From an optimization exercise on the open Yosys and OpenROAD flow, aimed at small area; shortcuts taken in it are not production practice.
Where RTL was checked, it was by simulation tests only, not by an equivalence proof against the original.
Power and IR drop assume default switching activity.

## v6
// dblcordicpll
module	dblcordicpll (
		input	wire			i_clk,
		input	wire			i_reset,
		input	wire			i_ld,
		input	wire	[31:0]		i_step,
		input	wire			i_ce,
		input	wire	signed	[15:0]	i_input,
		input	wire	[4:0]		i_lgcoeff,
		output	wire	[15:0]		o_err
	);
make LEC_CHECK=0 ABC_AREA=1 CAP_MARGIN=20 CORE_MARGIN=2 CORE_UTILIZATION=40 CTS_BUF_LIST=sky130_fd_sc_hd__clkbuf_8 SLEW_MARGIN=20 finish   # period 10.0 ns
run.sh (not shown) runs the stock make flow with config.mk's settings and CLKGATE_MAP_FILE= SYNTH_SCRIPT=/design/flow/synth_recipe.tcl, a recipe that flattens the netlist after the stock synthesis.
v6: full flow OK, the timing, DRC and antenna checks passed
Relative to v6, the following input files were edited for v7:
Settings: CTS_CLUSTER_SIZE now 30, previously not set; CTS_BUF_LIST now sky130_fd_sc_hd__clkbuf_2 sky130_fd_sc_hd__clkbuf_4, was sky130_fd_sc_hd__clkbuf_8.
- v6 and v7 all finish clean.
- Relative to v6, the clock skew of v7 is higher by 0.033 ns.
- Compared with v6, in v7 share of the clock period used by the worst path after layout has increased; final standard cell utilization of the core has decreased.
- Status: wire length reported by the detailed router parity (v6, v7)
Function was not checked in any run of this note: the RTL went through the layout flow alone.

dblcordicpll, a different RTL version from the one above (not shown whole).
export LEC_CHECK = 0
export ABC_AREA = 1
export CAP_MARGIN = 20
export CORE_MARGIN = 2
export CORE_UTILIZATION = 40
export CTS_BUF_LIST = sky130_fd_sc_hd__clkbuf_8
export CTS_CLUSTER_DIAMETER = 50
export CTS_CLUSTER_SIZE = 12
export SLEW_MARGIN = 20
create_clock -name core_clock -period 10.0 [get_ports {i_clk}]
standard.sh (not shown) runs the stock make flow with config.mk's settings and CLKGATE_MAP_FILE= SYNTH_SCRIPT=/design/flow/synth_recipe.tcl, a recipe that flattens the netlist after the stock synthesis.
==> flow/flow/run.sh <==
#!/bin/bash
# Layout flow: the standard layout (standard.sh: ORFS's synthesis and
# layout, unchanged) with two changes:
#  1. after the standard synthesis, its combinational cells are mapped a second
#     time by ABC, with ORFS's own area script and the platform's don't-use
#     list; every flip-flop, adder cell (fa/ha) and tie cell of the standard
#     synthesis is kept as it is, with its instance name and cell type;
#  2. the port buffers that global placement inserts (buffer_ports) use
#     sky130_fd_sc_hd__buf_1.
# Each tool's output goes to a log of its own in this folder (make_synth.log,
# yosys_reabc.log, make.log); ORFS keeps each step's log under orfs/logs/.
set -euo pipefail
export BUFFER_PORTS_ARGS="-buffer_cell sky130_fd_sc_hd__buf_1"
R=$PWD/orfs/results/$FLOW_PLATFORM/dblcordicpll/base
LIB=$FLOW_HOME/platforms/$FLOW_PLATFORM/lib/sky130_fd_sc_hd__tt_025C_1v80.lib
YOSYS=$FLOW_HOME/../tools/install/yosys/bin/yosys

bash standard.sh synth > make_synth.log 2>&1

cp "$R/1_2_yosys.v" "$R/1_2_yosys_standard.v"
KEEP=$(grep -oE '^\s*sky130_fd_sc_hd__(fa_|ha_|conb)\w*' "$R/1_2_yosys_standard.v" | sort -u | tr -d ' ' | tr '\n' ' ')
{
  echo "read_liberty -ignore_miss_func $LIB"
  echo "read_verilog $R/1_2_yosys_standard.v"
  echo "hierarchy -top $FLOW_TOP"
  echo "blackbox $KEEP"
  echo "flatten"
  echo "opt_clean -purge"
  echo -n "abc -liberty $LIB -script $PWD/flow/reabc.abc -D 10.0"
  for c in $(cat "$PWD/flow/dont_use.txt"); do echo -n " -dont_use $c"; done
  echo
  echo "opt_clean -purge"
  echo "setundef -zero"
  echo "hilomap -singleton -hicell sky130_fd_sc_hd__conb_1 HI -locell sky130_fd_sc_hd__conb_1 LO"
  echo "splitnets"
  echo "opt_clean -purge"
  echo "stat -liberty $LIB"
  echo "write_verilog -noattr -nohex -nodec $R/1_2_yosys.v"
} > reabc.ys
"$YOSYS" -s reabc.ys > yosys_reabc.log 2>&1
{
  echo "read_liberty -lib $LIB"
  echo "read_verilog $R/1_2_yosys.v"
  echo "hierarchy -check -top $FLOW_TOP"
  echo "check -assert"
} > reabc_check.ys
"$YOSYS" -s reabc_check.ys > yosys_reabc_check.log 2>&1

bash standard.sh finish > make.log 2>&1
Other scripts of this flow, unchanged in this note and not shown: flow/flow/dont_use.txt, flow/flow/reabc.abc
The baseline stopped in 1_synth.
Change:
--- a/flow/flow/run.sh
+++ b/flow/flow/run.sh
@@ -40,2 +40,5 @@
 "$YOSYS" -s reabc.ys > yosys_reabc.log 2>&1
+# Yosys declares the nets that the (unknown to it) flip-flops drive as reg;
+# they are plain nets
+sed -i -E 's/^(\s*)reg /\1wire /' "$R/1_2_yosys.v"
 {
What happened:
- The changed run never finished: it broke off in 1_synth on STA-0171

dblcordicpll, a different RTL version from the one above (not shown whole).
==> flow/config.mk <==
export PLATFORM = sky130hd
export DESIGN_NAME = dblcordicpll
export DESIGN_NICKNAME = dblcordicpll
export VERILOG_FILES = /design/flow/design.v
export SDC_FILE = /design/flow/constraint.sdc
export NUM_CORES = 4
export LEC_CHECK = 0
export ABC_AREA = 1
export CAP_MARGIN = 20
export CORE_MARGIN = 2
export CORE_UTILIZATION = 40
export CTS_BUF_LIST = sky130_fd_sc_hd__clkbuf_8
export CTS_CLUSTER_DIAMETER = 60
export CTS_CLUSTER_SIZE = 18
export SLEW_MARGIN = 20
==> flow/constraint.sdc <==
create_clock -name core_clock -period 10.0 [get_ports {i_clk}]
set_input_delay 2.0000 -clock core_clock [delete_from_list [all_inputs] [get_ports {i_clk}]]
set_output_delay 2.0000 -clock core_clock [all_outputs]
set_load 0.01 [all_outputs]
==> flow/flow/run.sh <==
#!/bin/bash
# Layout flow: the standard layout (standard.sh: ORFS's synthesis and
# layout, unchanged) with two changes:
#  1. after the standard synthesis, its combinational cells are mapped a second
#     time by ABC, with ORFS's own area script and the platform's don't-use
#     list; every flip-flop, adder cell (fa/ha) and tie cell of the standard
#     synthesis is kept as it is, with its instance name and cell type;
#  2. the port buffers that global placement inserts (buffer_ports) use
#     sky130_fd_sc_hd__buf_1.
# Each tool's output goes to a log of its own in this folder (make_synth.log,
# yosys_reabc.log, make.log); ORFS keeps each step's log under orfs/logs/.
set -euo pipefail
export BUFFER_PORTS_ARGS="-buffer_cell sky130_fd_sc_hd__buf_1"
R=$PWD/orfs/results/$FLOW_PLATFORM/dblcordicpll/base
LIB=$FLOW_HOME/platforms/$FLOW_PLATFORM/lib/sky130_fd_sc_hd__tt_025C_1v80.lib
YOSYS=$FLOW_HOME/../tools/install/yosys/bin/yosys

bash standard.sh synth > make_synth.log 2>&1

cp "$R/1_2_yosys.v" "$R/1_2_yosys_standard.v"
KEEP=$(grep -oE '^\s*sky130_fd_sc_hd__(df|edf|sdf|dl|fa_|ha_|conb)\w*' "$R/1_2_yosys_standard.v" | sort -u | tr -d ' ' | tr '\n' ' ')
{
  echo "read_liberty -ignore_miss_func $LIB"
  echo "read_verilog $R/1_2_yosys_standard.v"
  echo "hierarchy -top $FLOW_TOP"
  echo "blackbox $KEEP"
  echo "flatten"
  echo "opt_clean -purge"
  echo -n "abc -liberty $LIB -script $PWD/flow/reabc.abc -D 10.0"
  for c in $(cat "$PWD/flow/dont_use.txt"); do echo -n " -dont_use $c"; done
  echo
  echo "opt_clean -purge"
  echo "setundef -zero"
  echo "hilomap -singleton -hicell sky130_fd_sc_hd__conb_1 HI -locell sky130_fd_sc_hd__conb_1 LO"
  echo "splitnets"
  echo "opt_clean -purge"
  echo "stat -liberty $LIB"
  echo "write_verilog -noattr -nohex -nodec $R/1_2_yosys.v"
} > reabc.ys
"$YOSYS" -s reabc.ys > yosys_reabc.log 2>&1
# Yosys declares the nets that the (unknown to it) flip-flops drive as reg;
# they are plain nets
sed -i -E 's/^(\s*)reg /\1wire /' "$R/1_2_yosys.v"
{
  echo "read_liberty -lib $LIB"
  echo "read_verilog $R/1_2_yosys.v"
  echo "hierarchy -check -top $FLOW_TOP"
  echo "check -assert"
} > reabc_check.ys
"$YOSYS" -s reabc_check.ys > yosys_reabc_check.log 2>&1

bash standard.sh finish > make.log 2>&1
Other scripts of this flow, unchanged in this note and not shown: flow/flow/dont_use.txt, flow/flow/reabc.abc
The baseline finished clean.
Edit:
- CTS_CLUSTER_SIZE: 18 -> 16
After rerunning: Count of clock-buffer cells in the layout stays the same. Power goes up slightly. Clock skew goes up by 0.0059 ns. Utilization barely changes. Fmax barely changes. Wire length hardly moves. First-iteration DRC count goes down slightly. Setup slack is better by 0.0091 ns. Synthesized cell count stays the same. Sequential power stays flat.

-- afterwards: timing with drivers on the ports --
The flow's constraints put no driver on any port. The routed layouts listed below were extracted and timed again, unchanged, in two steps.
Step 1: set_driving_cell puts a clkbuf_16 on i_clk and a buf_2 on each other input, an assumption about the parent block.
Step 2 also shifts input and output timing later by t, the mid clock arrival at the registers, as if the neighbouring blocks saw the same clock.
Three values: ideal ports, drivers, drivers and shift; two values: the first two.
run	t, ns	setup WS [ns]	clock arrival spread, ns	pins driven straight from the clock port
v6	0.716	0.685 / 0.685 / 0.243	0.039 / 0.040	1
v7	0.914	0.619 / 0.619 / 0.293	0.074 / 0.075	1
the first run of note 3	0.692	0.596 / 0.596 / 0.564	0.048 / 0.048	1
the second run of note 3	0.689	0.606 / 0.606 / 0.564	0.052 / 0.052	1
After both steps setup and hold are still met in every run listed. For v6, which loses most, drivers alone change the setup slack by 0.000 ns; drivers and shift together by -0.442 ns.
